What follows belongs to an exercise in optimizing a design on an open flow for a short achievable clock period and few clock cycles; a production flow would make more cautious choices.

v6:
==> flow/design.v <==
module core
(
    clock_in,
    mem_in,
    reset_in,
    led_out,
    mem_fetch,
    mem_we,
    mem_oe,
    mem_add,
    mem_out
);
    input clock_in;
    input [15:0] mem_in;
    input reset_in;
    output [7:0] led_out;
    output mem_fetch;
    output mem_we;
    output mem_oe;
    output [15:0] mem_add;
    output [15:0] mem_out;
    localparam BN = 8;               
    localparam CB = 5;               
    localparam CN = 1 << CB;
    reg [15:0] o_add;
    reg o_oe, o_we, o_fetch;
    reg [15:0] o_out;
    reg [7:0] led;
    assign mem_add = o_add;
    assign mem_oe = o_oe;
    assign mem_we = o_we;
    assign mem_fetch = o_fetch;
    assign mem_out = o_out;
    assign led_out = led;
    reg f_m;           
    reg f_load;        
    reg f_halt;
    reg f_first;       
    reg [2:0] m_dr;
    reg [15:0] fa_x;   
    reg [15:0] r0, r1, r2, r3, r4, r5, r6, r7;
    reg [2:0] cc;    
    reg ir_v;
    reg ir_ok;         
    reg ir_dep;        
    reg [15:0] ir, ir_pc, ir_pn;
    reg e_v;
    reg [15:0] e_a, e_b, e_s, e_pc, e_pc1, e_tgt, e_pn;
    reg [2:0] e_dr, e_cond, e_sr;
    reg e_wr, e_cc, e_and, e_not, e_link, e_led, e_mem, e_ld, e_halt;
    reg e_br, e_jo, e_jr, e_jmp;
    reg e_eqt, e_eq1;    
    reg [BN-1:0] bt_v;
    reg [15:0] bt_a [0:BN-1];
    reg [15:0] bt_t [0:BN-1];
    reg [BN-1:0] bt_r;               
    reg [2:0] bt_rr;                 
    reg [CN-1:0] ic_v;
    reg [15:CB] ic_tag [0:CN-1];
    reg [15:0] ic_w [0:CN-1];
    function [16:0] ks16c;
        input [15:0] a, b;
        input cin;
        reg [15:0] g, p;
        integer i, d;
        begin
            g = a & b;
            p = a | b;
            g[0] = g[0] | (p[0] & cin);
            for (d = 1; d < 16; d = d * 2)
                for (i = 15; i >= d; i = i - 1) begin
                    g[i] = g[i] | (p[i] & g[i-d]);
                    p[i] = p[i] & p[i-d];
                end
            ks16c = {g[15], (a ^ b) ^ {g[14:0], cin}};
        end
    endfunction
    function [15:0] inc16;
        input [15:0] x;
        reg [15:0] c;
        integer i, d;
        begin
            c = x;
            for (d = 1; d < 16; d = d * 2)
                for (i = 15; i >= d; i = i - 1)
                    c[i] = c[i] & c[i-d];
            inc16 = x ^ {c[14:0], 1'b1};
        end
    endfunction
    function [2:0] setcc;
        input [15:0] v;
        setcc = v[15] ? 3'b100 : (v == 16'h0) ? 3'b010 : 3'b001;
    endfunction
    function [15:0] rsel;
        input [2:0] s;
        input [15:0] a0, a1, a2, a3, a4, a5, a6, a7;
        case (s)
            3'd0: rsel = a0;
            3'd1: rsel = a1;
            3'd2: rsel = a2;
            3'd3: rsel = a3;
            3'd4: rsel = a4;
            3'd5: rsel = a5;
            3'd6: rsel = a6;
            default: rsel = a7;
        endcase
    endfunction
    function ld_dep;
        input [15:0] w;
        input [2:0] r;
        reg [3:0] o;
        begin
            o = w[15:12];
            ld_dep = (o == 4'h0) ||
                     (((o == 4'h1) || (o == 4'h5) || (o == 4'h9) || (o == 4'h6) || (o == 4'h7) ||
                       (o == 4'hc) || ((o == 4'h4) && !w[11])) && (w[8:6] == r)) ||
                     (((o == 4'h1) || (o == 4'h5)) && !w[5] && (w[2:0] == r)) ||
                     (((o == 4'h3) || (o == 4'h7)) && (w[11:9] == r));
        end
    endfunction
    wire [16:0] sum_x = ks16c(e_a, e_b, 1'b0);
    wire [15:0] sum = sum_x[15:0];
    wire [15:0] alu = e_link ? e_pc1 : e_and ? (e_a & e_b) : e_not ? ~e_a : sum;
    wire z_add = ((e_a ^ e_b) == {e_a[14:0] | e_b[14:0], 1'b0});
    wire z_and = ((e_a & e_b) == 16'h0);
    wire z_not = (e_a == 16'hffff);
    wire e_z = e_and ? z_and : e_not ? z_not : z_add;
    wire e_n = alu[15];
    wire [2:0] e_ccv = {e_n, e_z, ~e_n & ~e_z};
    wire e_w = e_v & e_wr;
    wire e_c = e_v & e_cc;
    wire e_l = e_v & e_ld;
    wire e_taken = e_br && ((e_cond & cc) != 3'b000);
    wire [15:0] e_next = e_jr ? e_a : (e_jo || e_taken) ? e_tgt : e_pc1;
    wire e_eqa = (e_a == e_pn);
    wire redirect = e_v && !(e_jr ? e_eqa : (e_jo || e_taken) ? e_eqt : e_eq1);
    wire go_mem = e_v && e_mem;
    wire go_halt = e_v && e_halt;
    wire [15:0] fa = fa_x ^ 16'h3000;
    wire [15:0] fa1 = inc16(fa);
    reg [BN-1:0] bt_m;       
    reg [BN-1:0] bt_me;      
    reg [15:0] bt_sel;
    integer k;
    always @(*) begin
        bt_sel = 16'h0;
        for (k = 0; k < BN; k = k + 1) begin
            bt_m[k] = bt_v[k] && (bt_a[k] == fa);
            bt_me[k] = bt_v[k] && (bt_a[k] == e_pc);
            bt_sel = bt_sel | ({16{bt_m[k]}} & (bt_r[k] ? r7 : bt_t[k]));
        end
    end
    wire bt_hit = |bt_m;
    wire [15:0] pn = bt_hit ? bt_sel : fa1;
    wire [CB-1:0] ci = fa[CB-1:0];
    wire ic_hit = ic_v[ci] && (ic_tag[ci] == fa[15:CB]);
    wire ic_hq = ic_v[ci] && (ic_tag[ci][CB+1:CB] == fa[CB+1:CB]);
    wire [15:0] fw = f_m ? ic_w[ci] : mem_in;
    wire [3:0] op = ir[15:12];
    wire [2:0] sr1 = ir[8:6];
    wire [2:0] sr2 = ir[2:0];
    wire [2:0] drf = ir[11:9];
    function [15:0] rfwd;
        input [2:0] s;
        input [15:0] a0, a1, a2, a3, a4, a5, a6, a7;
        rfwd = (e_w && e_dr == s) ? alu :
               (f_load && m_dr == s) ? mem_in : rsel(s, a0, a1, a2, a3, a4, a5, a6, a7);
    endfunction
    wire [15:0] ra = rfwd(sr1, r0, r1, r2, r3, r4, r5, r6, r7);
    wire [15:0] rb = rfwd(sr2, r0, r1, r2, r3, r4, r5, r6, r7);
    wire [15:0] rs = rfwd(drf, r0, r1, r2, r3, r4, r5, r6, r7);
    wire [15:0] pc1 = inc16(ir_pc);
    wire is_jsr = (op == 4'h4);
    wire [15:0] off = is_jsr ? {{5{ir[10]}}, ir[10:0]} : {{7{ir[8]}}, ir[8:0]};
    wire [16:0] tgt_x = ks16c(ir_pc, off, 1'b1);
    wire alu_op = (op == 4'h1) || (op == 4'h5);
    wire pcrel = (op == 4'he) || (op == 4'h2) || (op == 4'h3);
    wire [15:0] da = pcrel ? pc1 : ra;
    wire [15:0] db = alu_op ? (ir[5] ? {{11{ir[4]}}, ir[4:0]} : rb) :
                     ((op == 4'h6) || (op == 4'h7)) ? {{10{ir[5]}}, ir[5:0]} : {{7{ir[8]}}, ir[8:0]};
    wire hazard = e_l && ir_dep;
    wire replay = ir_v && !ir_ok;           
    wire d_go = ir_ok && !hazard;
    wire d_adv = ir_v && d_go && !redirect;
    wire f_ok = f_m ? ic_hq : !f_first;
    wire f_take = (!ir_v || d_go) && !redirect && f_ok;
    wire s_red = redirect;
    wire s_rep = !redirect && replay;
    wire s_pn = !redirect && !replay && (!ir_v || d_go) && f_ok;
    wire s_fa = !redirect && !replay && !((!ir_v || d_go) && f_ok);
    wire [15:0] fa_n = ({16{s_red}} & e_next) | ({16{s_rep}} & ir_pc) |
                       ({16{s_pn}} & pn) | ({16{s_fa}} & fa);
    always @(posedge clock_in or posedge reset_in) begin
        if (reset_in) begin
            o_add <= 16'h0;
            o_oe <= 1'b0;
            o_we <= 1'b0;
            o_fetch <= 1'b0;
            f_first <= 1'b1;
            f_m <= 1'b0;
            f_load <= 1'b0;
            f_halt <= 1'b0;
            fa_x <= 16'h0;
            ir_v <= 1'b0;
            e_v <= 1'b0;
            r0 <= 16'h0;
            r1 <= 16'h1;
            r2 <= 16'h2;
            r3 <= 16'h3;
            r4 <= 16'h0;
            r5 <= 16'h0;
            r6 <= 16'h0;
            r7 <= 16'h0;
            cc <= 3'b000;
            led <= 8'h0;
            bt_v <= {BN{1'b0}};
            bt_rr <= 3'd0;
            ic_v <= {CN{1'b0}};
        end else if (!f_halt) begin
            f_first <= 1'b0;
            if (e_w && e_dr == 3'd0) r0 <= alu; else if (f_load && m_dr == 3'd0) r0 <= mem_in;
            if (e_w && e_dr == 3'd1) r1 <= alu; else if (f_load && m_dr == 3'd1) r1 <= mem_in;
            if (e_w && e_dr == 3'd2) r2 <= alu; else if (f_load && m_dr == 3'd2) r2 <= mem_in;
            if (e_w && e_dr == 3'd3) r3 <= alu; else if (f_load && m_dr == 3'd3) r3 <= mem_in;
            if (e_w && e_dr == 3'd4) r4 <= alu; else if (f_load && m_dr == 3'd4) r4 <= mem_in;
            if (e_w && e_dr == 3'd5) r5 <= alu; else if (f_load && m_dr == 3'd5) r5 <= mem_in;
            if (e_w && e_dr == 3'd6) r6 <= alu; else if (f_load && m_dr == 3'd6) r6 <= mem_in;
            if (e_w && e_dr == 3'd7) r7 <= alu; else if (f_load && m_dr == 3'd7) r7 <= mem_in;
            cc <= e_c ? e_ccv : f_load ? setcc(mem_in) : cc;
            if (e_v && e_led)
                led <= led + 8'h1;
            if (e_v && (e_br || e_jo || e_jr)) begin
                if (|bt_me) begin
                    for (k = 0; k < BN; k = k + 1)
                        if (bt_me[k])
                            bt_v[k] <= !(e_br && !e_taken);
                end else if (!(e_br && !e_taken)) begin
                    bt_v[bt_rr] <= 1'b1;
                    bt_rr <= bt_rr + 3'd1;
                end
            end
            if (!f_m && !f_first)
                ic_v[ci] <= 1'b1;
            if (go_halt) begin
                o_add <= 16'hffff;
                o_oe <= 1'b0;
                o_we <= 1'b0;
                o_fetch <= 1'b0;
                f_m <= 1'b0;
                f_load <= 1'b0;
                f_halt <= 1'b1;
            end else begin
                o_add <= go_mem ? sum : fa_n;
                o_oe <= !go_mem || e_ld;
                o_we <= go_mem && !e_ld;
                o_fetch <= !go_mem;
                f_m <= go_mem;
                f_load <= go_mem && e_ld;
            end
            fa_x <= fa_n ^ 16'h3000;
            ir_v <= (f_take && !replay) || (ir_v && !d_adv && !redirect && !replay);
            e_v <= d_adv;
        end
    end
    always @(posedge clock_in) begin
        if (go_mem) begin
            o_out <= e_s;
            m_dr <= e_dr;
        end
        if (e_v && (e_br || e_jo || e_jr)) begin
            if (|bt_me) begin
                for (k = 0; k < BN; k = k + 1)
                    if (bt_me[k]) begin
                        bt_t[k] <= e_next;
                        bt_r[k] <= e_jmp && (e_sr == 3'd7);
                    end
            end else begin
                bt_a[bt_rr] <= e_pc;
                bt_t[bt_rr] <= e_next;
                bt_r[bt_rr] <= e_jmp && (e_sr == 3'd7);
            end
        end
        if (!f_m && !f_first) begin
            ic_tag[ci] <= fa[15:CB];
            ic_w[ci] <= mem_in;
        end
        if (!ir_v || d_go) begin
            ir_ok <= !f_m || ic_hit;
            ir_dep <= ((op == 4'h2) || (op == 4'h6)) && ld_dep(fw, drf);
            ir <= fw;
            ir_pc <= fa;
            ir_pn <= pn;
        end
        e_a <= da;
        e_b <= db;
        e_s <= rs;
        e_pc <= ir_pc;
        e_pc1 <= pc1;
        e_tgt <= tgt_x[15:0];
        e_eqt <= (tgt_x[15:0] == ir_pn);
        e_eq1 <= (pc1 == ir_pn);
        e_pn <= ir_pn;
        e_dr <= is_jsr ? 3'd7 : drf;
        e_cond <= drf;
        e_sr <= sr1;
        e_wr <= alu_op || (op == 4'h9) || (op == 4'he) || (op == 4'h2) || (op == 4'h6) || is_jsr;
        e_cc <= alu_op || (op == 4'h9) || (op == 4'he);
        e_and <= (op == 4'h5);
        e_not <= (op == 4'h9);
        e_link <= is_jsr;
        e_led <= (op == 4'hf) && (ir[7:0] == 8'h30);
        e_halt <= ((op == 4'hf) && (ir[7:0] == 8'h25)) ||
                  (op == 4'h8) || (op == 4'ha) || (op == 4'hb) || (op == 4'hd);
        e_mem <= (op == 4'h2) || (op == 4'h3) || (op == 4'h6) || (op == 4'h7);
        e_ld <= (op == 4'h2) || (op == 4'h6);
        e_br <= (op == 4'h0);
        e_jo <= is_jsr && ir[11];
        e_jr <= (op == 4'hc) || (is_jsr && !ir[11]);
        e_jmp <= (op == 4'hc);
    end
endmodule
Settings: LEC_CHECK=0, CAP_MARGIN=20, CORE_MARGIN=2, CORE_UTILIZATION=60, SETUP_SLACK_MARGIN=5, SLEW_MARGIN=20, TNS_END_PERCENT=100; clock period 8.0 ns.
run.sh (not shown) runs the stock make flow with config.mk's settings and CLKGATE_MAP_FILE= SYNTH_SCRIPT=/design/flow/synth_recipe.tcl, a recipe that flattens the netlist after the stock synthesis.
The following lists how v7 was set up differently from v6:
--- a/flow/design.v
+++ b/flow/design.v
@@ -135,29 +135,30 @@
     wire e_eqa = (e_a == e_pn);
     wire redirect = e_v && !(e_jr ? e_eqa : (e_jo || e_taken) ? e_eqt : e_eq1);
     wire go_mem = e_v && e_mem;
     wire go_halt = e_v && e_halt;
     wire [15:0] fa = fa_x ^ 16'h3000;
     wire [15:0] fa1 = inc16(fa);
+    reg [15:0] fa_b, fa_c;
     reg [BN-1:0] bt_m;       
     reg [BN-1:0] bt_me;      
     reg [15:0] bt_sel;
     integer k;
     always @(*) begin
         bt_sel = 16'h0;
         for (k = 0; k < BN; k = k + 1) begin
-            bt_m[k] = bt_v[k] && (bt_a[k] == fa);
+            bt_m[k] = bt_v[k] && (bt_a[k] == fa_b);
             bt_me[k] = bt_v[k] && (bt_a[k] == e_pc);
             bt_sel = bt_sel | ({16{bt_m[k]}} & (bt_r[k] ? r7 : bt_t[k]));
         end
     end
     wire bt_hit = |bt_m;
     wire [15:0] pn = bt_hit ? bt_sel : fa1;
-    wire [CB-1:0] ci = fa[CB-1:0];
-    wire ic_hit = ic_v[ci] && (ic_tag[ci] == fa[15:CB]);
-    wire ic_hq = ic_v[ci] && (ic_tag[ci][CB+1:CB] == fa[CB+1:CB]);
+    wire [CB-1:0] ci = fa_c[CB-1:0];
+    wire ic_hit = ic_v[ci] && (ic_tag[ci] == fa_c[15:CB]);
+    wire ic_hq = ic_v[ci] && (ic_tag[ci][CB+1:CB] == fa_c[CB+1:CB]);
     wire [15:0] fw = f_m ? ic_w[ci] : mem_in;
     wire [3:0] op = ir[15:12];
     wire [2:0] sr1 = ir[8:6];
     wire [2:0] sr2 = ir[2:0];
     wire [2:0] drf = ir[11:9];
     function [15:0] rfwd;
@@ -170,12 +171,23 @@
     wire [15:0] rb = rfwd(sr2, r0, r1, r2, r3, r4, r5, r6, r7);
     wire [15:0] rs = rfwd(drf, r0, r1, r2, r3, r4, r5, r6, r7);
     wire [15:0] pc1 = inc16(ir_pc);
     wire is_jsr = (op == 4'h4);
     wire [15:0] off = is_jsr ? {{5{ir[10]}}, ir[10:0]} : {{7{ir[8]}}, ir[8:0]};
     wire [16:0] tgt_x = ks16c(ir_pc, off, 1'b1);
+    function sum_is;
+        input [15:0] a, b, k;
+        reg [15:0] c;
+        begin
+            c = (a & b) | ((a | b) & ~k);
+            sum_is = ((a ^ b ^ k) == {c[14:0], 1'b0});
+        end
+    endfunction
+    wire [15:0] pn_m1 = ir_pn - 16'h1;
+    wire eq9 = sum_is(ir_pc, {{7{ir[8]}}, ir[8:0]}, pn_m1);
+    wire eq11 = sum_is(ir_pc, {{5{ir[10]}}, ir[10:0]}, pn_m1);
     wire alu_op = (op == 4'h1) || (op == 4'h5);
     wire pcrel = (op == 4'he) || (op == 4'h2) || (op == 4'h3);
     wire [15:0] da = pcrel ? pc1 : ra;
     wire [15:0] db = alu_op ? (ir[5] ? {{11{ir[4]}}, ir[4:0]} : rb) :
                      ((op == 4'h6) || (op == 4'h7)) ? {{10{ir[5]}}, ir[5:0]} : {{7{ir[8]}}, ir[8:0]};
     wire hazard = e_l && ir_dep;
@@ -260,12 +272,14 @@
             fa_x <= fa_n ^ 16'h3000;
             ir_v <= (f_take && !replay) || (ir_v && !d_adv && !redirect && !replay);
             e_v <= d_adv;
         end
     end
     always @(posedge clock_in) begin
+        fa_b <= fa_n;
+        fa_c <= fa_n;
         if (go_mem) begin
             o_out <= e_s;
             m_dr <= e_dr;
         end
         if (e_v && (e_br || e_jo || e_jr)) begin
             if (|bt_me) begin
@@ -278,13 +292,13 @@
                 bt_a[bt_rr] <= e_pc;
                 bt_t[bt_rr] <= e_next;
                 bt_r[bt_rr] <= e_jmp && (e_sr == 3'd7);
             end
         end
         if (!f_m && !f_first) begin
-            ic_tag[ci] <= fa[15:CB];
+            ic_tag[ci] <= fa_c[15:CB];
             ic_w[ci] <= mem_in;
         end
         if (!ir_v || d_go) begin
             ir_ok <= !f_m || ic_hit;
             ir_dep <= ((op == 4'h2) || (op == 4'h6)) && ld_dep(fw, drf);
             ir <= fw;
@@ -294,14 +308,14 @@
         e_a <= da;
         e_b <= db;
         e_s <= rs;
         e_pc <= ir_pc;
         e_pc1 <= pc1;
         e_tgt <= tgt_x[15:0];
-        e_eqt <= (tgt_x[15:0] == ir_pn);
-        e_eq1 <= (pc1 == ir_pn);
+        e_eqt <= is_jsr ? eq11 : eq9;
+        e_eq1 <= (ir_pc == pn_m1);
         e_pn <= ir_pn;
         e_dr <= is_jsr ? 3'd7 : drf;
         e_cond <= drf;
         e_sr <= sr1;
         e_wr <= alu_op || (op == 4'h9) || (op == 4'he) || (op == 4'h2) || (op == 4'h6) || is_jsr;
         e_cc <= alu_op || (op == 4'h9) || (op == 4'he);
### Flow results
v7 vs. v6: die area went up by 0.0035 mm2. Going from v6 to v7, required time at the worst-slack endpoint went down by 0.06 ns, met3 routed wirelength rose by 3.3%. v7 — met2 usage in global routing 0.43 points higher, v6 as reference. Diff v7 and v6: transition time at the pin with the least slew margin lower in v6. Part of the cycle the worst path needs: v7 vs v6 up 2.7 points. v7 against v6: final cell count up 232, fmax down about 6%, hold slack up 0.022 ns, post-detailed-placement half-perimeter wirelength up about 8%, final clock skew up 0.0076 ns. Area growth from synthesis to layout (lower): v7.
No run of this note included a check of the RTL's function; only the layout flow was run.

## re-timing with driven ports
Ports are ideal in the flow. The routed layouts listed here were re-timed in OpenROAD. Step 1 sets driving cells, clkbuf_16 on the clock port and buf_2 on the other inputs (assumed; they add their load-dependent delay and slew). Step 2 times the ports against the registers' clock, not the clock port: input delays grow and output delays shrink by t, the midpoint of the rising clock arrivals with the driver on. Three values: no drivers, after step 1, after step 2; two values: the first two.
run | t, ns | setup WS [ns] | hold WS [ns] | worst register clock-pin slew, ns
v6 | 0.887 | 4.563 / 4.563 / 4.050 | 0.377 / 0.377 / 0.377 | 0.07 / 0.07
v7 | 0.879 | 4.348 / 4.348 / 3.956 | 0.399 / 0.399 / 0.399 | 0.07 / 0.07
After both steps every run listed still meets setup and hold. For v6, which loses most, drivers alone change the setup slack by 0.000 ns; drivers and shift together by -0.513 ns.
